This is an optimization exercise on Yosys and OpenROAD, whose aim is small area, not a production implementation. At most, simulation tests tie the RTL to the original design; equivalence was not proved. No functional check of the RTL was part of run 1. No driver is modelled on the clock port, so clocking that relies on it looks cheaper here than on a real chip. No activity file was given, so power comes from the tool's default toggle rates.

==> design.v <==
module iic #(
    parameter CLK_MAIN = 50000000,
    parameter SCL_DIV = 800000,
    parameter MAX_IIC_SEND_BYTE = 2
)(
    input  wire clk,
    input  wire rst_n,
    input  wire iic_start,
    input  wire iic_read_now,
    input  wire [15:0] iic_send_cnt,
    input  wire [15:0] iic_read_cnt,
    input  wire [MAX_IIC_SEND_BYTE * 8 - 1 : 0] iic_cmd_pack,
    output reg iic_data_valid,
    output reg [7:0] iic_data,
    input wire iic_error_reset,
    output reg iic_error,
    output wire scl,
    output wire sda_oe,
    output wire sda_out,
    input  wire sda_in,
    input  wire [6:0] slave_address
);
    localparam [63:0] PHASE_INC_WIDE = (64'd1 << 32) * SCL_DIV / CLK_MAIN;
    localparam [29:0] INC = PHASE_INC_WIDE[31:2];
    localparam [3:0] IDLE    = 4'b0000,
                     R_ACK   = 4'b0001,
                     READ    = 4'b0010,
                     START   = 4'b1000,
                     SEND    = 4'b1001,
                     RESTART = 4'b1010,
                     W_ACK   = 4'b1011,
                     STOP    = 4'b1100,
                     STOP2   = 4'b1101;    
    reg [3:0] state;
    wire run = (state != IDLE) && (state != STOP2);
    reg  [29:0] acc;
    wire [30:0] acc_c;
    wire [29:0] acc_s;
    assign acc_c[0] = 1'b0;
    genvar gi;
    generate
        for (gi = 0; gi < 30; gi = gi + 1) begin : g_acc
            if (INC[gi]) begin : g_one
                assign acc_s[gi] = ~(acc[gi] ^ acc_c[gi]);
                assign acc_c[gi+1] = acc[gi] | acc_c[gi];
            end else begin : g_zero
                assign acc_s[gi] = acc[gi] ^ acc_c[gi];
                assign acc_c[gi+1] = acc[gi] & acc_c[gi];
            end
        end
    endgenerate
    wire [30:0] next_acc = {acc_c[30], acc_s};
    wire tick = next_acc[30];
    always @(posedge clk)
        acc <= run ? next_acc[29:0] : 30'd0;
    reg qt;
    always @(posedge clk)
        qt <= ~acc[29] & next_acc[29];
    reg scl_shadow;
    always @(posedge clk or negedge rst_n)
        if (!rst_n) scl_shadow <= 1'b1;
        else if (tick) scl_shadow <= ~scl_shadow;
    assign scl = scl_shadow;
    wire qh = qt & scl_shadow;
    wire ql = qt & ~scl_shadow;
    reg [7:0]  data_shift;
    reg [2:0]  bit_cnt;
    wire bit_last = (bit_cnt == 3'd0);
    reg [15:0] var_read_cnt;
    reg [1:0]  sendc;        
    reg        read_now;
    reg        restart_once;
    reg        sda_shadow;
    assign sda_oe = state[3];
    assign sda_out = sda_shadow;
    wire rcnt_step = (state == READ) && ql && bit_last;
    wire [16:0] rcnt_b;
    wire [15:0] rcnt_dec;
    assign rcnt_b[0] = rcnt_step;
    generate
        for (gi = 0; gi < 16; gi = gi + 1) begin : g_rc
            assign rcnt_dec[gi] = var_read_cnt[gi] ^ rcnt_b[gi];
            assign rcnt_b[gi+1] = ~var_read_cnt[gi] & rcnt_b[gi];
        end
    endgenerate
    wire rcnt_zero = rcnt_b[16];    
    always @(posedge clk)
        if (state != SEND && state != READ)
            bit_cnt <= 3'd7;
        else
            bit_cnt <= {bit_cnt[2] ^ (ql & ~bit_cnt[1] & ~bit_cnt[0]),
                        bit_cnt[1] ^ (ql & ~bit_cnt[0]),
                        bit_cnt[0] ^ ql};
    always @(posedge clk) begin
        var_read_cnt <= (state == IDLE) ? iic_read_cnt : rcnt_dec;
        if (state == IDLE) begin
            read_now     <= iic_read_now;
            sendc        <= iic_send_cnt[0] ? 2'd2 : 2'd1;
        end
        if (state == IDLE || state == STOP2)
            restart_once <= 1'b0;
        if (state == RESTART)
            restart_once <= 1'b1;
        if ((state == START && qh))
            data_shift <= {slave_address, 1'b0};
        if ((state == RESTART && qh))
            data_shift <= {slave_address, 1'b1};
        if (state == R_ACK && qh && !sda_in && sendc != 2'd0)
            data_shift <= (sendc == 2'd3) ? iic_cmd_pack[15:8] : iic_cmd_pack[7:0];
        if (state == SEND && ql)
            data_shift <= {data_shift[6:0], 1'b0};
        if (state == R_ACK && ql && !iic_error && sendc != 2'd0)
            sendc <= (sendc == 2'd2) ? 2'd3 : 2'd0;
    end
    always @(posedge clk or negedge rst_n) begin
        if (!rst_n) begin
            state <= IDLE;
            sda_shadow <= 1'b1;
            iic_data_valid <= 1'b0;
            iic_data <= 8'd0;
            iic_error <= 1'b0;
        end else begin
            iic_data_valid <= (state == W_ACK) && qh;
            case (state)
                IDLE:
                    if (iic_error) begin
                        if (iic_error_reset) iic_error <= 1'b0;
                    end else if (iic_start)
                        state <= START;
                START: begin
                    if (qh) sda_shadow <= 1'b0;
                    if (ql) state <= SEND;
                end
                SEND: begin
                    sda_shadow <= data_shift[7];
                    if (ql && bit_last) state <= R_ACK;
                end
                R_ACK: begin
                    if (qh) begin
                        if (sda_in) begin
                            iic_error <= 1'b1;
                            sda_shadow <= 1'b0;
                        end else if (sendc == 2'd0) begin
                            if (!read_now) sda_shadow <= 1'b0;
                            else if (!restart_once) sda_shadow <= 1'b1;
                        end
                    end
                    if (ql) begin
                        if (iic_error) state <= STOP;
                        else if (sendc != 2'd0) state <= SEND;
                        else if (!read_now) state <= STOP;
                        else if (restart_once) state <= READ;
                        else state <= RESTART;
                    end
                end
                READ: begin
                    if (qh) iic_data[bit_cnt] <= sda_in;
                    if (ql) begin
                        if (bit_last) begin
                            state <= W_ACK;
                            sda_shadow <= rcnt_zero;
                        end
                    end
                end
                W_ACK:
                    if (ql) begin
                        if (sda_shadow) begin    
                            sda_shadow <= 1'b0;
                            state <= STOP;
                        end else
                            state <= READ;
                    end
                RESTART: begin
                    if (qh) sda_shadow <= 1'b0;
                    if (ql) state <= SEND;
                end
                STOP:
                    if (qh) begin
                        sda_shadow <= 1'b1;
                        state <= STOP2;
                    end
                STOP2:
                    state <= IDLE;
                default: state <= IDLE;
            endcase
        end
    end
endmodule
==> flow/run.sh <==
#!/bin/bash
# Own layout flow: the standard synthesis, then the combinational logic re-mapped
# with a stronger ABC script (registers untouched), then the standard ORFS layout
# with the port buffers made of the smallest buffer and a one-level clock tree.
set -euo pipefail
W=$(pwd)
R=$W/orfs/results/$FLOW_PLATFORM/iic/base
LIB=$FLOW_HOME/platforms/$FLOW_PLATFORM/lib/sky130_fd_sc_hd__tt_025C_1v80.lib
YOSYS=yosys
[ -x "$FLOW_HOME/../tools/install/yosys/bin/yosys" ] && YOSYS=$FLOW_HOME/../tools/install/yosys/bin/yosys

bash standard.sh "$R/1_2_yosys.v" > synth_standard.log 2>&1
cp "$R/1_2_yosys.v" "$W/1_2_yosys_standard.v"

# four re-mappings with different deepsyn seeds in parallel; the smallest is kept
for seed in 0 1 2 3; do
  sed -e "s|@SEED@|$seed|g" flow/reopt.abc > reopt_$seed.abc
  sed -e "s|@LIB@|$LIB|g" -e "s|@IN@|$W/1_2_yosys_standard.v|g" -e "s|@TOP@|$FLOW_TOP|g" \
      -e "s|@ABC@|$W/reopt_$seed.abc|g" -e "s|@STAT@|$W/reopt_stat_$seed.txt|g" \
      -e "s|@OUT@|$W/1_2_yosys_reopt_$seed.v|g" flow/reopt.ys > reopt_run_$seed.ys
  "$YOSYS" -s reopt_run_$seed.ys > reopt_$seed.log 2>&1 &
done
wait
best=""; best_area=""
for seed in 0 1 2 3; do
  a=$(sed -n "s/.*Chip area for module '.*': *\([0-9.]*\).*/\1/p" reopt_stat_$seed.txt | head -1)
  echo "seed $seed area $a" >> reopt_choice.txt
  if [ -n "$a" ] && { [ -z "$best" ] || awk -v a="$a" -v b="$best_area" 'BEGIN{exit !(a<b)}'; }; then
    best=$seed; best_area=$a
  fi
done
echo "kept seed $best area $best_area" >> reopt_choice.txt
cp "$W/1_2_yosys_reopt_$best.v" "$R/1_2_yosys.v"

# clock: the sinks split into a 2 x 2 grid of groups, each driven by one clkbuf_8 at its centre
# (flow/clock_buffers.tcl, run before CTS); CTS itself then only checks the port net
export CLK_GX=2 CLK_GY=2 CLK_BUF=sky130_fd_sc_hd__clkbuf_8
CTS="-clk_nets clk -dont_use_dummy_load -buf_list sky130_fd_sc_hd__clkbuf_8"
bash standard.sh BUFFER_PORTS_ARGS="-buffer_cell sky130_fd_sc_hd__buf_1" CTS_ARGS="$CTS" \
    PRE_CTS_TCL="$W/flow/clock_buffers.tcl" finish > layout.log 2>&1
==> flow/clock_buffers.tcl <==
# Split the clock sinks into a grid of groups and drive each group with one clock buffer
set dbu [[ord::get_db_tech] getDbUnitsPerMicron]
set gx $::env(CLK_GX); set gy $::env(CLK_GY); set cb $::env(CLK_BUF)
set sinks {}
foreach pin [get_pins -hierarchical */CLK] {
  set inst [[sta::sta_to_db_pin $pin] getInst]
  set loc [$inst getLocation]
  lappend sinks [list [get_full_name $pin] [expr [lindex $loc 0]/double($dbu)] [expr [lindex $loc 1]/double($dbu)]]
}
set n [llength $sinks]
set sx [lsort -real -index 1 $sinks]
set per [expr int(ceil($n / double($gx)))]
set g 0
for {set i 0} {$i < $gx} {incr i} {
  set col [lsort -real -index 2 [lrange $sx [expr $i*$per] [expr ($i+1)*$per-1]]]
  set per2 [expr int(ceil([llength $col] / double($gy)))]
  for {set j 0} {$j < $gy} {incr j} {
    set grp [lrange $col [expr $j*$per2] [expr ($j+1)*$per2-1]]
    if {[llength $grp] == 0} continue
    set xs 0; set ys 0; set pins {}
    foreach s $grp { set xs [expr $xs+[lindex $s 1]]; set ys [expr $ys+[lindex $s 2]]; lappend pins [get_pins [lindex $s 0]] }
    set cx [expr $xs/[llength $grp]]; set cy [expr $ys/[llength $grp]]
    insert_buffer -buffer_cell $cb -net clk -load_pins $pins -location [list $cx $cy] -buffer_name clkbuf_g$g
    puts "clock group $g: [llength $grp] sinks at $cx $cy"
    incr g
  }
}
==> flow/reopt.abc <==
strash
&get -n
&deepsyn -T 90 -S @SEED@
&put
strash
&get -n
&dch -f
&nf -R 1000
&put
topo
==> flow/reopt.ys <==
# Re-map the combinational logic of the standard synthesis netlist with a stronger
# ABC script. Registers (cell instances, names and types) are left untouched.
read_liberty -ignore_miss_func @LIB@
read_verilog @IN@
hierarchy -top @TOP@
setattr -mod -set keep_hierarchy 1 sky130_fd_sc_hd__df* sky130_fd_sc_hd__edf* sky130_fd_sc_hd__sdf* sky130_fd_sc_hd__dl*
flatten
opt_clean -purge
opt
abc -script @ABC@ -liberty @LIB@ -dont_use *probe* -dont_use *lpflow* -dont_use *clkbuf* -dont_use *clkinv* -dont_use *clkdly* -dont_use *dlygate* -dont_use *dlymetal* @TOP@
opt_clean -purge
setundef -zero
splitnets
opt_clean -purge
hilomap -singleton -hicell sky130_fd_sc_hd__conb_1 HI -locell sky130_fd_sc_hd__conb_1 LO
select @TOP@
tee -o @STAT@ stat -liberty @LIB@
write_verilog -noattr -nohex -nodec -selected @OUT@
==> standard.sh <==
#!/bin/bash
# synth_recipe.tcl (not shown) runs the flow's synth.tcl, then flattens the netlist and writes it again
# the make line also repeats each setting of config.mk as NAME=value (left out here)
make -C /OpenROAD-flow-scripts/flow DESIGN_CONFIG=/design/flow/config.mk WORK_HOME=/design/flow/orfs CLKGATE_MAP_FILE= SYNTH_SCRIPT=/design/flow/synth_recipe.tcl "${@:-finish}"
==> config.mk <==
export PLATFORM = sky130hd
export DESIGN_NAME = iic
export DESIGN_NICKNAME = iic
export VERILOG_FILES = /design/flow/design.v
export SDC_FILE = /design/flow/constraint.sdc
export NUM_CORES = 4
export LEC_CHECK = 0
export CAP_MARGIN = 20
export CORE_MARGIN = 2
export CORE_UTILIZATION = 60
export GPL_TIMING_DRIVEN = 0
export SLEW_MARGIN = 20
==> constraint.sdc <==
create_clock -name core_clock -period 20.0 [get_ports {clk}]
set_input_delay 4.0000 -clock core_clock [delete_from_list [all_inputs] [get_ports {clk}]]
set_output_delay 4.0000 -clock core_clock [all_outputs]
set_load 0.01 [all_outputs]
==> reports/metrics.yaml, run 1 <==
outcome: "complete, no violations"
initial_core_util_pct: 62.56
die_h_um: 77.21
slew_headroom_pct: 37.73
worstSetupPathType: "in2reg"
area_growth_syn_to_layout_pct: 11.48
grt_pass1_wl_mm: 10.94
pwr-share-seq_pct: 72.1
die-width_um: 77.21
antenna_found_initial: 0
switching_share_pct: 18.47
pwr-share-comb_pct: 3.1
worstPathMaxFanout: 9
syn_nets: 413
hold_buffers: 0
min_path_type: "reg2reg"
cp-start-kind: "input port"
worst_pin_slew_ps: 926.9
diodes: 0
ys_warn_count: 1
hpwl_mm: 4.597
finalWirelength_mm: 6.300
drt_iter0_drc: 204
p_int_uw: 182.7
synthesis.area_um2: 3216
p_switching_uw: 41.38
fp-row-count: 26
nFillCells: 443
multi_input_area_um2: 1450
ctsResizeCount: 0
hold_viol_final: 0
min_period_ps: 5734
nets: 477
p_per_area_nw_per_um2: 62.50
grt-ovfl-total: 0
design.die.area_um2: 5961
first_global_vias: 2589
max-vdd-ir-drop_uv: 72.24
clkPwrFrac_pct: 24.8
maxCapViolCount: 0
postCtsSetupRepairBufs: 0
io_pins: 74
routed_via_density: 5.764
cp-end-kind: "register"
path_clk_slew_ps: 110
drcViolationCount: 0
vias: 2790
clock_skew_ps: 6.966
grt_use_total_pct: 21.25
rsz0062_at_grt: "false"
dr.pass1.iters: 5
tns_ps: 0
ant_nets: 0
required_ps: 20040
gp_congestion: 0.8733
finalSetupViolCount: 0
port_buffers: 58
cp.arrival_ps: 5770
power.leakage_uw: 0.001359
wl_per_cell_um: 13.02
syn_inst: 352
grt_start_max_net_pins: 28
clock.fmax_mhz: 174.4
finalCritPeriodShare_pct: 28.67
drive_gt1_share_pct: 1.932
coreArea_um2: 5140
total_power_uw: 224.0
syn_avg_cell_area_um2: 9.135
insertion_delay_ps: 170
drv_slew: 0
layout.area.seq_um2: 1744
## routing by layer
layer	track usage [%]	vias to the layer above	wire length (µm)
met1	27.92	1258	2833
met5	0	-	0
met3	1.412	14	407
met4	4.286	0	85
met2	38.61	108	2974
li1	-	1410	-
## worst paths after layout
check	endpoint	slack, ps	from	cells after the start
max	data_shift[0]$_SDFFE_PP0P_	14270	sda_in	8
min	acc[0]$_SDFF_PN0_	450	acc[0]$_SDFF_PN0_	1
max reg2reg	sda_shadow$_DFFE_PN1P_	15110	scl_shadow$_DFFE_PN1P_	12
min reg2reg	acc[0]$_SDFF_PN0_	450	acc[0]$_SDFF_PN0_	1
max in group asynchronous	state[3]$_DFFE_PN0P_	15560	rst_n	1
min in group asynchronous	iic_data[3]$_DFFE_PN0P_	3910	rst_n	1
## power by group through the flow
stage,clock [µW],combinational [µW],sequential (µW)
final,55.5,6.98,162
after global routing,62.0,8.10,162
after CTS,42.0,7.08,165
after detailed placement,0,7.04,165
after global placement,0,6.82,165
after floorplan,0,2.41,165
## worst max-delay path, stage by stage
cell      delay, ps
buf_1           220
nor2_1          110
nand4_1         130
inv_1            70
nor2_1          470
o31ai_2         320
a222oi_1        310
o21ai_0         130
## final cells by class, clock buffers not listed
class,instances,area share (%)
timing repair buffer,58,6.073
tap,70,2.443
sequential,78,48.66
inverter,8,0.8377
multi-input combinational,266,40.45
## metrics by stage
stage | hold WS (ps) | instances | util (%) | setup slack [ps] | area (µm²)
after floorplan | 409.5 | 352 | - | 14700 | 3216
final | 446.6 | 484 | 69.74 | 14270 | 3585
after global routing | 484.9 | 484 | 69.74 | 14050 | 3585
after global placement | 417.1 | 480 | 68.50 | 14020 | 3521
after detailed placement | 435.5 | 480 | 68.57 | 13990 | 3525
after CTS | 435.5 | 484 | 69.64 | 13980 | 3580
## cells in the final DEF, fill, tap and decap left out, types with 2 or more instances in the layout
cell type   n
buf_1      58
dfxtp_1    52
o21ai_0    50
nor2_1     45
nand2_1    34
a21oi_1    24
dfrtp_1    14
nor3_1     12
or3_1      10
edfxtp_1   10
a31oi_1     9
inv_1       8
and3_1      8
a222oi_1    8
nand2b_1    7
nor2b_1     7
and2_0      6
nand3_1     5
xnor2_1     4
or4_1       4
o31ai_1     4
xor2_1      4
or2_0       4
clkbuf_8    4
o21a_1      3
nand3b_1    2
nand4_1     2
a211oi_1    2
o211ai_1    2
dfstp_2     2
## sequential cells by signal (all words and copies together) (netlist names)
signal          cells
acc                30
sendc               2
var_read_cnt       16
restart_once        1
qt                  1
scl_shadow          1
read_now            1
iic_data_valid      1
bit_cnt             3
sda_shadow          1
iic_data            8
iic_error           1
state               4
data_shift          8
==> inputs of run 2 (changes only) <==
--- a/design.v
+++ b/design.v
@@ -63,9 +63,8 @@
     assign scl = scl_shadow;
     wire qh = qt & scl_shadow;
     wire ql = qt & ~scl_shadow;
-    reg [7:0]  data_shift;
-    reg [2:0]  bit_cnt;
-    wire bit_last = (bit_cnt == 3'd0);
+    reg [8:0]  data_shift;
+    wire bit_last = (data_shift[6:0] == 7'd0);
     reg [15:0] var_read_cnt;
     reg [1:0]  sendc;        
     reg        read_now;
@@ -84,13 +83,6 @@
         end
     endgenerate
     wire rcnt_zero = rcnt_b[16];    
-    always @(posedge clk)
-        if (state != SEND && state != READ)
-            bit_cnt <= 3'd7;
-        else
-            bit_cnt <= {bit_cnt[2] ^ (ql & ~bit_cnt[1] & ~bit_cnt[0]),
-                        bit_cnt[1] ^ (ql & ~bit_cnt[0]),
-                        bit_cnt[0] ^ ql};
     always @(posedge clk) begin
         var_read_cnt <= (state == IDLE) ? iic_read_cnt : rcnt_dec;
         if (state == IDLE) begin
@@ -101,17 +93,19 @@
             restart_once <= 1'b0;
         if (state == RESTART)
             restart_once <= 1'b1;
-        if ((state == START && qh))
-            data_shift <= {slave_address, 1'b0};
-        if ((state == RESTART && qh))
-            data_shift <= {slave_address, 1'b1};
-        if (state == R_ACK && qh && !sda_in && sendc != 2'd0)
-            data_shift <= (sendc == 2'd3) ? iic_cmd_pack[15:8] : iic_cmd_pack[7:0];
-        if (state == SEND && ql)
-            data_shift <= {data_shift[6:0], 1'b0};
+        if ((state == START || state == RESTART) && qh)
+            data_shift <= {slave_address, state == RESTART, 1'b1};
+        if (state == R_ACK && qh)
+            data_shift <= {(sendc == 2'd0) ? 8'd0 :
+                           (sendc == 2'd3) ? iic_cmd_pack[15:8] : iic_cmd_pack[7:0], 1'b1};
+        if (state == W_ACK && qh)
+            data_shift <= 9'd1;
+        if ((state == SEND || state == READ) && ql)
+            data_shift <= {data_shift[7:0], 1'b0};
         if (state == R_ACK && ql && !iic_error && sendc != 2'd0)
             sendc <= (sendc == 2'd2) ? 2'd3 : 2'd0;
     end
+    integer k;
     always @(posedge clk or negedge rst_n) begin
         if (!rst_n) begin
             state <= IDLE;
@@ -132,7 +126,7 @@
                     if (ql) state <= SEND;
                 end
                 SEND: begin
-                    sda_shadow <= data_shift[7];
+                    sda_shadow <= data_shift[8];
                     if (ql && bit_last) state <= R_ACK;
                 end
                 R_ACK: begin
@@ -154,7 +148,10 @@
                     end
                 end
                 READ: begin
-                    if (qh) iic_data[bit_cnt] <= sda_in;
+                    if (qh) begin
+                        for (k = 0; k < 8; k = k + 1)
+                            if (data_shift[7 - k]) iic_data[k] <= sda_in;
+                    end
                     if (ql) begin
                         if (bit_last) begin
                             state <= W_ACK;
==> reports/metrics.yaml, run 2 <==
grt-ovfl-total: 0
path_clk_slew_ps: 120
worstSetupPathType: "reg2reg"
layout.area.seq_um2: 1714
dr.pass1.iters: 7
first_global_vias: 2613
worstReg2RegEnd: "var_read_cnt[15]$_DFF_P_"
synthesis.area_um2: 3139
finalSetupViolCount: 0
power.leakage_uw: 0.001330
drcViolationCount: 0
antenna_found_initial: 0
port_buffers: 58
fp-row-count: 26
insertion_delay_ps: 170
worstPathMaxFanout: 5
pwr-share-comb_pct: 3.3
layout_commonest_cell: "buf_1"
clkPwrFrac_pct: 25.3
layout_setup_ws_ps: 14880
io_pins: 74
drt_iter0_drc: 233
maxCapViolCount: 0
tns_ps: 0
ff2ff_path_depth: 13
dp.cells: 475
gp_congestion: 0.8630
r2r_setup_slack_ps: 14880
post-place-ws_ps: 14900
clock.fmax_mhz: 195.2
syn_nets: 407
switching_share_pct: 18.90
multi_input_area_um2: 1413
p_int_uw: 179.3
min_path_type: "reg2reg"
reg2reg_from: "data_shift[4]$_DFFE_PP_"
cp-start-kind: "register"
die-width_um: 76.34
grt_pass1_wl_mm: 11.22
outcome: "complete, no violations"
regMostFlops: "acc"
required_ps: 20100
syn_inst: 346
cp-end-kind: "register"
die_h_um: 76.34
drv_slew: 0
nets: 472
clock_skew_ps: 10.56
postCtsSetupRepairBufs: 0
cp.arrival_ps: 5220
hold_viol_final: 0
p_switching_uw: 41.78
min_path_cells: 1
max-vdd-ir-drop_uv: 65.41
area_growth_syn_to_layout_pct: 11.84
initial_core_util_pct: 61.86
grt_start_max_net_pins: 34
top_regs: "acc: 30 flops, var_read_cnt: 16 flops, data_shift: 9 flops"
min_period_ps: 5123
design.die.area_um2: 5827
drive_gt1_share_pct: 1.956
rsz0062_at_grt: "false"
ctsResizeCount: 0
hpwl_mm: 4.692
coreArea_um2: 5075
nFillCells: 427
vias: 2718
finalCritPeriodShare_pct: 25.62
p_per_area_nw_per_um2: 62.96
instances_no_fill: 479
routed_via_density: 5.674
grt_use_total_pct: 22.10
ys_warn_count: 1
endpoint: "var_read_cnt[15]$_DFF_P_"
hold_buffers: 0
pwr-share-seq_pct: 71.4
diodes: 0
final_cell_mix: "58 x buf_1, 49 x dfxtp_1, 48 x nor2_1"
ant_nets: 0
finalWirelength_mm: 6.375
worst_pin_slew_ps: 1025
startpoint: "data_shift[4]$_DFFE_PP_"
wl_per_cell_um: 13.31
slew_headroom_pct: 31.53
syn_avg_cell_area_um2: 9.073
largest_reg_flops: 30
[run 2: worst min-delay path by stage]
stage	from	to	slack, ps
after CTS	acc[0]$_SDFF_PN0_	acc[0]$_SDFF_PN0_	440
final	acc[0]$_SDFF_PN0_	acc[0]$_SDFF_PN0_	450
after global routing	acc[0]$_SDFF_PN0_	acc[0]$_SDFF_PN0_	480
after global placement	acc[0]$_SDFF_PN0_	acc[0]$_SDFF_PN0_	420
after detailed placement	acc[0]$_SDFF_PN0_	acc[0]$_SDFF_PN0_	440
after floorplan	acc[0]$_SDFF_PN0_	acc[0]$_SDFF_PN0_	410
[run 2: area by class of cell, clock buffers not listed]
cell class,count,share of cell area [%]
inverter,5,0.5346
multi-input combinational,265,40.24
sequential,76,48.82
tap,70,2.495
timing repair buffer,59,6.344
[run 2: metrics by stage]
| step | utilization, % | cell area (µm²) | power, µW | hold WS [ps] |
|---|---|---|---|---|
| after floorplan | - | 3139 | 163.8 | 409.5 |
| after global placement | 67.87 | 3445 | 168.4 | 419.7 |
| after detailed placement | 68.10 | 3456 | 168.6 | 439.0 |
| after CTS | 69.18 | 3511 | 210.0 | 439.0 |
| after global routing | 69.18 | 3511 | 228.5 | 483.8 |
| final | 69.18 | 3511 | 221.1 | 453.7 |
[run 2: power groups by stage]
stage | registers [µW] | clock network (µW) | logic (µW)
after floorplan | 161 | 0 | 2.73
after CTS | 161 | 41.3 | 7.34
after global routing | 158 | 61.9 | 8.40
after detailed placement | 161 | 0 | 7.27
final | 158 | 55.9 | 7.26
after global placement | 161 | 0 | 7.20
[run 2: critical path, stage by stage, from the launching register on]
cell and delay, ps:
edfxtp_1 460, or4_1 520, nor4_1 390, nand2_1 180
or3_1 410, or4_1 510, or3_1 380, or2_0 280
or3_1 370, or2_0 270, or3_1 370, or3_1 390
or3_1 350, a31oi_1 170
[run 2: metal layers]
| layer | up-vias | GRT usage (%) | part of all wire [%] |
|---|---|---|---|
| li1 | 1391 | - | - |
| met5 | - | 0 | 0 |
| met1 | 1236 | 29.96 | 45 |
| met4 | 0 | 1.273 | 0.77 |
| met3 | 5 | 1.896 | 5.7 |
| met2 | 86 | 40.62 | 49 |
==> inputs of run 3 (changes only) <==
==> design.v (replaced) <==
module iic #(
    parameter CLK_MAIN = 50000000,
    parameter SCL_DIV = 800000,
    parameter MAX_IIC_SEND_BYTE = 2
)(
    input  wire clk,
    input  wire rst_n,
    input  wire iic_start,
    input  wire iic_read_now,
    input  wire [15:0] iic_send_cnt,
    input  wire [15:0] iic_read_cnt,
    input  wire [MAX_IIC_SEND_BYTE * 8 - 1 : 0] iic_cmd_pack,
    output reg iic_data_valid,
    output reg [7:0] iic_data,
    input wire iic_error_reset,
    output reg iic_error,
    output wire scl,
    output wire sda_oe,
    output wire sda_out,
    input  wire sda_in,
    input  wire [6:0] slave_address
);
    localparam [63:0] PHASE_INC_WIDE = (64'd1 << 32) * SCL_DIV / CLK_MAIN;
    localparam [29:0] INC = PHASE_INC_WIDE[31:2];
    localparam [3:0] IDLE    = 4'b0000,
                     READ    = 4'b0001,
                     R_ACK   = 4'b0010,
                     STOP2   = 4'b1000,    
                     SEND    = 4'b1001,
                     W_ACK   = 4'b1010,
                     START   = 4'b1011,
                     STOP    = 4'b1100,
                     RESTART = 4'b1111;
    reg [3:0] state;
    wire st_idle    = ~state[3] & ~state[1] & ~state[0];
    wire st_stop2   =  state[3] & ~state[2] & ~state[1] & ~state[0];
    wire st_read    = ~state[3] &  state[0];
    wire st_send    =  state[3] & ~state[1] &  state[0];
    wire st_shift   = ~state[1] &  state[0];                
    wire st_rack    = ~state[3] &  state[1];
    wire st_wack    =  state[3] &  state[1] & ~state[0];
    wire st_ack     =  state[1] & ~state[0];                
    wire st_start   = ~state[2] &  state[1] &  state[0];
    wire st_restart =  state[2] &  state[1];
    wire st_addr    =  state[1] &  state[0];                
    wire st_stop    =  state[2] & ~state[1];
    wire run = |state[2:0];
    reg  [29:0] acc;
    wire [30:0] acc_c;
    wire [29:0] acc_s;
    assign acc_c[0] = 1'b0;
    genvar gi;
    generate
        for (gi = 0; gi < 30; gi = gi + 1) begin : g_acc
            if (INC[gi]) begin : g_one
                assign acc_s[gi] = ~(acc[gi] ^ acc_c[gi]);
                assign acc_c[gi+1] = acc[gi] | acc_c[gi];
            end else begin : g_zero
                assign acc_s[gi] = acc[gi] ^ acc_c[gi];
                assign acc_c[gi+1] = acc[gi] & acc_c[gi];
            end
        end
    endgenerate
    wire [30:0] next_acc = {acc_c[30], acc_s};
    wire tick = next_acc[30];
    always @(posedge clk)
        acc <= run ? next_acc[29:0] : 30'd0;
    reg qt;
    always @(posedge clk)
        qt <= ~acc[29] & next_acc[29];
    reg scl_shadow;
    always @(posedge clk or negedge rst_n)
        if (!rst_n) scl_shadow <= 1'b1;
        else if (tick) scl_shadow <= ~scl_shadow;
    assign scl = scl_shadow;
    wire qh = qt & scl_shadow;
    wire ql = qt & ~scl_shadow;
    reg [8:0]  data_shift;
    wire bit_last = (data_shift[6:0] == 7'd0);
    reg [15:0] var_read_cnt;
    reg [1:0]  sendc;        
    reg        read_now;
    reg        restart_once;
    reg        sda_shadow;
    assign sda_oe = state[3];
    assign sda_out = sda_shadow;
    wire rcnt_step = st_read && ql && bit_last;
    wire [16:0] rcnt_b;
    wire [15:0] rcnt_dec;
    assign rcnt_b[0] = rcnt_step;
    generate
        for (gi = 0; gi < 16; gi = gi + 1) begin : g_rc
            assign rcnt_dec[gi] = var_read_cnt[gi] ^ rcnt_b[gi];
            assign rcnt_b[gi+1] = ~var_read_cnt[gi] & rcnt_b[gi];
        end
    endgenerate
    wire rcnt_zero = rcnt_b[16];    
    always @(posedge clk) begin
        var_read_cnt <= st_idle ? iic_read_cnt : rcnt_dec;
        if (st_idle) begin
            read_now     <= iic_read_now;
            sendc        <= iic_send_cnt[0] ? 2'd2 : 2'd1;
        end
        if (st_idle || st_stop2)
            restart_once <= 1'b0;
        if (st_restart)
            restart_once <= 1'b1;
        if (st_addr && qh)
            data_shift <= {slave_address, state[2], 1'b1};
        if (st_rack && qh)
            data_shift <= {(sendc == 2'd0) ? 8'd0 :
                           (sendc == 2'd3) ? iic_cmd_pack[15:8] : iic_cmd_pack[7:0], 1'b1};
        if (st_wack && qh)
            data_shift <= 9'd1;
        if (st_shift && ql)
            data_shift <= {data_shift[7:0], 1'b0};
        if (st_rack && ql && !iic_error && sendc != 2'd0)
            sendc <= (sendc == 2'd2) ? 2'd3 : 2'd0;
    end
    integer k;
    always @(posedge clk or negedge rst_n) begin
        if (!rst_n) begin
            state <= IDLE;
            sda_shadow <= 1'b1;
            iic_data_valid <= 1'b0;
            iic_data <= 8'd0;
            iic_error <= 1'b0;
        end else begin
            iic_data_valid <= st_wack && qh;
            if (st_idle)
                if (iic_error) begin
                    if (iic_error_reset) iic_error <= 1'b0;
                end else if (iic_start)
                    state <= START;
            if (st_start) begin
                if (qh) sda_shadow <= 1'b0;
                if (ql) state <= SEND;
            end
            if (st_send) begin
                sda_shadow <= data_shift[8];
                if (ql && bit_last) state <= R_ACK;
            end
            if (st_rack) begin
                if (qh) begin
                    if (sda_in) begin
                        iic_error <= 1'b1;
                        sda_shadow <= 1'b0;
                    end else if (sendc == 2'd0) begin
                        if (!read_now) sda_shadow <= 1'b0;
                        else if (!restart_once) sda_shadow <= 1'b1;
                    end
                end
                if (ql) begin
                    if (iic_error) state <= STOP;
                    else if (sendc != 2'd0) state <= SEND;
                    else if (!read_now) state <= STOP;
                    else if (restart_once) state <= READ;
                    else state <= RESTART;
                end
            end
            if (st_read) begin
                if (qh) begin
                    for (k = 0; k < 8; k = k + 1)
                        if (data_shift[7 - k]) iic_data[k] <= sda_in;
                end
                if (ql) begin
                    if (bit_last) begin
                        state <= W_ACK;
                        sda_shadow <= rcnt_zero;
                    end
                end
            end
            if (st_wack)
                if (ql) begin
                    if (sda_shadow) begin    
                        sda_shadow <= 1'b0;
                        state <= STOP;
                    end else
                        state <= READ;
                end
            if (st_restart) begin
                if (qh) sda_shadow <= 1'b0;
                if (ql) state <= SEND;
            end
            if (st_stop)
                if (qh) begin
                    sda_shadow <= 1'b1;
                    state <= STOP2;
                end
            if (st_stop2)
                state <= IDLE;
        end
    end
endmodule
--- a/flow/run.sh
+++ b/flow/run.sh
@@ -34,7 +34,7 @@
 
 # clock: the sinks split into a 2 x 2 grid of groups, each driven by one clkbuf_8 at its centre
 # (flow/clock_buffers.tcl, run before CTS); CTS itself then only checks the port net
-export CLK_GX=2 CLK_GY=2 CLK_BUF=sky130_fd_sc_hd__clkbuf_8
+export CLK_GX=1 CLK_GY=3 CLK_BUF=sky130_fd_sc_hd__clkbuf_8
 CTS="-clk_nets clk -dont_use_dummy_load -buf_list sky130_fd_sc_hd__clkbuf_8"
 bash standard.sh BUFFER_PORTS_ARGS="-buffer_cell sky130_fd_sc_hd__buf_1" CTS_ARGS="$CTS" \
     PRE_CTS_TCL="$W/flow/clock_buffers.tcl" finish > layout.log 2>&1
--- a/config.mk
+++ b/config.mk
@@ -7,6 +7,7 @@
 export LEC_CHECK = 0
 export CAP_MARGIN = 20
 export CORE_MARGIN = 2
-export CORE_UTILIZATION = 60
+export CORE_UTILIZATION = 80
 export GPL_TIMING_DRIVEN = 0
+export PLACE_DENSITY = 0.9
 export SLEW_MARGIN = 20
==> reports/metrics.yaml, run 3 <==
initial_core_util_pct: 84.40
lastStage: "3_3_place_gp"
error: "[ERROR GPL-0301] Utilization 102.106 % exceeds 100%."
synthesis.area_um2: 3113
die-width_um: 66.38
syn_inst: 339
io_pins: 74
die_h_um: 66.38
ys_warn_count: 1
outcome: "stopped before the end"
syn_avg_cell_area_um2: 9.183
port_buffers: 58
fp-row-count: 22
syn_nets: 400
==> inputs of run 4 (changes only) <==
--- a/flow/run.sh
+++ b/flow/run.sh
@@ -34,7 +34,7 @@
 
 # clock: the sinks split into a 2 x 2 grid of groups, each driven by one clkbuf_8 at its centre
 # (flow/clock_buffers.tcl, run before CTS); CTS itself then only checks the port net
-export CLK_GX=1 CLK_GY=3 CLK_BUF=sky130_fd_sc_hd__clkbuf_8
+export CLK_GX=2 CLK_GY=2 CLK_BUF=sky130_fd_sc_hd__clkbuf_8
 CTS="-clk_nets clk -dont_use_dummy_load -buf_list sky130_fd_sc_hd__clkbuf_8"
 bash standard.sh BUFFER_PORTS_ARGS="-buffer_cell sky130_fd_sc_hd__buf_1" CTS_ARGS="$CTS" \
     PRE_CTS_TCL="$W/flow/clock_buffers.tcl" finish > layout.log 2>&1
--- a/config.mk
+++ b/config.mk
@@ -7,7 +7,6 @@
 export LEC_CHECK = 0
 export CAP_MARGIN = 20
 export CORE_MARGIN = 2
-export CORE_UTILIZATION = 80
+export CORE_UTILIZATION = 60
 export GPL_TIMING_DRIVEN = 0
-export PLACE_DENSITY = 0.9
 export SLEW_MARGIN = 20
==> reports/metrics.yaml, run 4 <==
maxCapViolCount: 0
min_path_type: "reg2reg"
cp-start-kind: "register"
port_buffers: 58
drive_gt1_share_pct: 1.990
cp.arrival_ps: 970
power.leakage_uw: 0.001365
slew_headroom_pct: 35.28
hold_viol_final: 0
postCtsSetupRepairBufs: 0
clock_skew_ps: 11.06
wl_per_cell_um: 13.54
p_int_uw: 179.3
finalWirelength_mm: 6.390
ctsResizeCount: 0
insertion_delay_ps: 170
first_global_vias: 2480
largest_reg_flops: 30
drt_iter0_drc: 230
hpwl_mm: 4.545
layout.area.seq_um2: 1714
design.die.area_um2: 5781
p_per_area_nw_per_um2: 63.23
nFillCells: 425
grt_pass1_wl_mm: 10.88
min_period_ps: 4966
worstPathMaxFanout: 8
max-vdd-ir-drop_uv: 68.09
pwr-share-seq_pct: 71.7
io_pins: 74
grt-ovfl-total: 0
worst_pin_slew_ps: 963.4
regMostFlops: "acc"
synthesis.area_um2: 3113
dp.cells: 468
finalSetupViolCount: 0
final_cell_mix: "58 x a21oi_1, 58 x buf_1, 49 x dfxtp_1"
path_cells: "buf_1"
outcome: "complete, no violations"
syn_avg_cell_area_um2: 9.183
ant_nets: 0
clock.fmax_mhz: 201.4
grt_start_max_net_pins: 21
tns_ps: 0
crit_buf_inv: 1
path_clk_slew_ps: 110
switching_share_pct: 18.75
r2r_setup_slack_ps: 15050
syn_nets: 400
antenna_found_initial: 0
dr.pass1.iters: 5
crit_slowest_cell: "dfstp_2"
rsz0062_at_grt: "false"
hold_buffers: 0
syn_inst: 339
clkPwrFrac_pct: 25.0
fin_util_pct: 69.21
multi_input_area_um2: 1396
worstSetupPathType: "reg2out"
area_growth_syn_to_layout_pct: 12.10
diodes: 0
routed_via_density: 5.750
die-width_um: 76.03
coreArea_um2: 5042
finalCritPeriodShare_pct: 24.83
top_regs: "acc: 30 flops, var_read_cnt: 16 flops, data_shift: 9 flops"
fp-row-count: 26
die_h_um: 76.03
p_switching_uw: 41.38
initial_core_util_pct: 61.74
required_ps: 16000
instances_no_fill: 472
drcViolationCount: 0
cp-end-kind: "output port"
nets: 465
ys_warn_count: 1
gp_congestion: 0.9019
grt_use_total_pct: 21.82
pwr-share-comb_pct: 3.3
vias: 2714
cp_slowest_stage_delay_ps: 620
drv_slew: 0
hold-worst-slack_ps: 449.3
total_power_uw: 220.6
cp_top_family: "flip-flops"
==> run 4: worst reg2reg max path: stages (launching register included) <==
cell and delay [ps]:
dfxtp_1 330, and2_0 230, or3_1 350, or2_0 250, and2_0 220, or3_1 360, and2_0 230, a21oi_1 250
nor2b_1 130, a21oi_1 250, nor2b_1 120, and3_1 240, or3_1 370, and3_1 250, and3_1 240, a21oi_1 220
nor2b_1 100, and2_0 220, and3_1 250, o21ai_0 180, a21oi_1 60
==> run 4: power by group through the flow <==
stage,Sequential (µW),Clock (µW),Combinational [µW]
floorplan,162,0,2.30
global placement,161,0,7.06
detailed placement,162,0,7.33
CTS,162,41.3,7.39
global route,159,61.5,8.51
finish,158,55.2,7.30
==> run 4: worst paths after layout <==
check,from,to,cells past startpoint
max reg2reg,acc[0]$_SDFF_PN0_,acc[29]$_SDFF_PN0_,20
max,scl_shadow$_DFFE_PN1P_,scl,1
min in group asynchronous,rst_n,iic_data[2]$_DFFE_PN0P_,1
max in group asynchronous,rst_n,state[0]$_DFF_PN0_,1
min reg2reg,acc[0]$_SDFF_PN0_,acc[0]$_SDFF_PN0_,1
min,acc[0]$_SDFF_PN0_,acc[0]$_SDFF_PN0_,1
==> run 4: through the flow <==
| step | setup slack, ps | area, µm² |
|---|---|---|
| 2_1_floorplan | 15260 | 3113 |
| 3_3_place_gp | 15130 | 3418 |
| 3_5_place_dp | 15070 | 3435 |
| 4_1_cts | 15040 | 3490 |
| 5_1_grt | 14500 | 3490 |
| 6_report | 15030 | 3490 |
==> run 4: cell type report, clock buffers not listed <==
cell class	instances	area share (%)
Tap cell	70	2.510
Timing Repair Buffer	59	6.561
Inverter	2	0.2151
Sequential cell	76	49.12
Multi-Input combinational cell	261	40.01
==> run 4: layer usage <==
layer | GRT usage [%] | vias to the layer above | wire length (µm)
li1 | - | 1372 | -
met1 | 30.31 | 1254 | 2941
met2 | 38.39 | 84 | 3052
met3 | 2.251 | 4 | 345
met4 | 2.909 | 0 | 51
met5 | 0 | - | 0
==> inputs of run 5 (changes only) <==
--- a/flow/run.sh
+++ b/flow/run.sh
@@ -12,17 +12,18 @@
 bash standard.sh "$R/1_2_yosys.v" > synth_standard.log 2>&1
 cp "$R/1_2_yosys.v" "$W/1_2_yosys_standard.v"
 
-# four re-mappings with different deepsyn seeds in parallel; the smallest is kept
-for seed in 0 1 2 3; do
+# eight re-mappings with different deepsyn seeds, four at a time; the smallest is kept
+for seed in 0 1 2 3 4 5 6 7; do
   sed -e "s|@SEED@|$seed|g" flow/reopt.abc > reopt_$seed.abc
   sed -e "s|@LIB@|$LIB|g" -e "s|@IN@|$W/1_2_yosys_standard.v|g" -e "s|@TOP@|$FLOW_TOP|g" \
       -e "s|@ABC@|$W/reopt_$seed.abc|g" -e "s|@STAT@|$W/reopt_stat_$seed.txt|g" \
       -e "s|@OUT@|$W/1_2_yosys_reopt_$seed.v|g" flow/reopt.ys > reopt_run_$seed.ys
   "$YOSYS" -s reopt_run_$seed.ys > reopt_$seed.log 2>&1 &
+  [ "$seed" = 3 ] && wait
 done
 wait
 best=""; best_area=""
-for seed in 0 1 2 3; do
+for seed in 0 1 2 3 4 5 6 7; do
   a=$(sed -n "s/.*Chip area for module '.*': *\([0-9.]*\).*/\1/p" reopt_stat_$seed.txt | head -1)
   echo "seed $seed area $a" >> reopt_choice.txt
   if [ -n "$a" ] && { [ -z "$best" ] || awk -v a="$a" -v b="$best_area" 'BEGIN{exit !(a<b)}'; }; then
==> reports/metrics.yaml, run 5 <==
fin_util_pct: 69.21
coreArea_um2: 5042
min_path_cells: 1
ant_nets: 0
min_period_ps: 4966
fin_area_um2: 3490
dr.pass1.iters: 5
hold_path_end: "acc[0]$_SDFF_PN0_"
insertion_delay_ps: 170
drt_iter0_drc: 230
nets: 465
worstPathMaxFanout: 8
p_per_area_nw_per_um2: 63.23
diodes: 0
vias: 2714
clock_skew_ps: 11.06
drcViolationCount: 0
p_int_uw: 179.3
hold_buffers: 0
top_regs: "acc: 30 flops, var_read_cnt: 16 flops, data_shift: 9 flops"
final_cell_mix: "58 x a21oi_1, 58 x buf_1, 49 x dfxtp_1"
gp_congestion: 0.9019
io_pins: 74
largest_reg_flops: 30
syn_nets: 400
reg2reg_from: "acc[0]$_SDFF_PN0_"
die-width_um: 76.03
postCtsSetupRepairBufs: 0
min_from: "acc[0]$_SDFF_PN0_"
max-vdd-ir-drop_uv: 68.09
outcome: "complete, no violations"
dpl-instance-area_um2: 3435
finalSetupViolCount: 0
worst_pin_slew_ps: 963.4
hpwl_mm: 4.545
worstSetupPathType: "reg2out"
antenna_found_initial: 0
ctsResizeCount: 0
maxCapViolCount: 0
crit_buf_inv: 1
clock.fmax_mhz: 201.4
cp_top_family: "flip-flops"
cp_slowest_stage_delay_ps: 620
die_h_um: 76.03
grt_use_total_pct: 21.82
pwr-share-comb_pct: 3.3
slew_headroom_pct: 35.28
finalCritPeriodShare_pct: 24.83
syn_avg_cell_area_um2: 9.183
rsz0062_at_grt: "false"
cp.arrival_ps: 970
grt_start_max_net_pins: 21
tns_ps: 0
drive_gt1_share_pct: 1.990
min_path_type: "reg2reg"
area_growth_syn_to_layout_pct: 12.10
power.leakage_uw: 0.001365
grt-ovfl-total: 0
path_clk_slew_ps: 110
ff2ff_path_depth: 20
synthesis.area_um2: 3113
ys_warn_count: 1
wl_per_cell_um: 13.54
finalWirelength_mm: 6.390
required_ps: 16000
initial_core_util_pct: 61.74
port_buffers: 58
hold-worst-slack_ps: 449.3
syn_inst: 339
layout_setup_ws_ps: 15030
worstReg2RegEnd: "acc[29]$_SDFF_PN0_"
pwr-share-seq_pct: 71.7
regMostFlops: "acc"
clkPwrFrac_pct: 25.0
first_global_vias: 2480
hold_viol_final: 0
r2r_setup_slack_ps: 15050
drv_slew: 0
routed_via_density: 5.750
fp-row-count: 26
cp-end-kind: "output port"
switching_share_pct: 18.75
path_cells: "buf_1"
crit_slowest_cell: "dfstp_2"
post-place-ws_ps: 15070
startpoint: "scl_shadow$_DFFE_PN1P_"
design.die.area_um2: 5781
grt_pass1_wl_mm: 10.88
p_switching_uw: 41.38
cp-start-kind: "register"
==> run 5: cell type report, clock buffers not listed <==
cell class                 instances  area (µm²)
sequential                        76        1714
fill                             425        1553
multi-input combinational        261        1396
timing repair buffer              59       229.0
tap                               70       87.58
inverter                           2       7.507
==> run 5: worst register-to-register path: stages (launching register included) <==
cell     delay (ps)
dfxtp_1         330
and2_0          230
or3_1           350
or2_0           250
and2_0          220
or3_1           360
and2_0          230
a21oi_1         250
nor2b_1         130
a21oi_1         250
nor2b_1         120
and3_1          240
or3_1           370
and3_1          250
and3_1          240
a21oi_1         220
nor2b_1         100
and2_0          220
and3_1          250
o21ai_0         180
a21oi_1          60
==> run 5: worst max-delay path by stage <==
stage	endpoint	slack, ps	depth (start not counted)
finish	scl	15030	1
global placement	state[0]$_DFF_PN0_	15130	6
CTS	acc[29]$_SDFF_PN0_	15040	20
global route	acc[29]$_SDFF_PN0_	14500	20
floorplan	state[0]$_DFF_PN0_	15260	5
detailed placement	acc[29]$_SDFF_PN0_	15070	20
==> run 5: metal layers <==
layer,global-route usage [%],wire length [µm],up-vias
met2,38.39,3052,84
met1,30.31,2941,1254
met5,0,0,-
met4,2.909,51,0
li1,-,-,1372
met3,2.251,345,4
==> run 5: through the flow <==
step | total power (µW) | cells
floorplan | 163.9 | 339
global placement | 168.5 | 467
detailed placement | 168.9 | 468
CTS | 210.3 | 472
global route | 228.6 | 472
finish | 220.6 | 472
==> run 5: power by group through the flow <==
stage	Sequential [µW]	Combinational [µW]	Clock, µW
final	158	7.30	55.2
after global placement	161	7.06	0
after floorplan	162	2.30	0
after CTS	162	7.39	41.3
after global routing	159	8.51	61.5
after detailed placement	162	7.33	0

## port drivers added, routing unchanged
The flow's constraints put no driver on any port. The routed layouts listed below were extracted and timed again, unchanged, in two steps. Step 1 assumes that a clkbuf_16 drives the clock port and a buf_2 every other input. Step 2 adds t to the input delays and takes it off the output delays; t is the mean of the earliest and latest rising clock arrival at the registers after step 1. Input paths then give back, and output paths get back, about the clock's delay inside the block. a / b / c = ideal ports / drivers / drivers and shift; a / b = the first two.
run | shift t [ns] | setup WS [ns] | slew at the worst register clock pin (ns) | worst data-port slew with drivers (ns)
run 1 | 0.220 | 14.266 / 14.301 / 14.081 | 0.11 / 0.11 | 0.04
run 2 | 0.219 | 14.877 / 14.877 / 14.877 | 0.12 / 0.12 | 0.03
run 4 | 0.215 | 15.034 / 14.979 / 15.051 | 0.11 / 0.11 | 0.04
run 5 | 0.215 | 15.034 / 14.979 / 15.051 | 0.11 / 0.11 | 0.04
After both steps setup and hold are still met in every run listed. The setup slack of run 1, which loses most, moves by +0.035 ns with the drivers and by -0.185 ns with both steps.
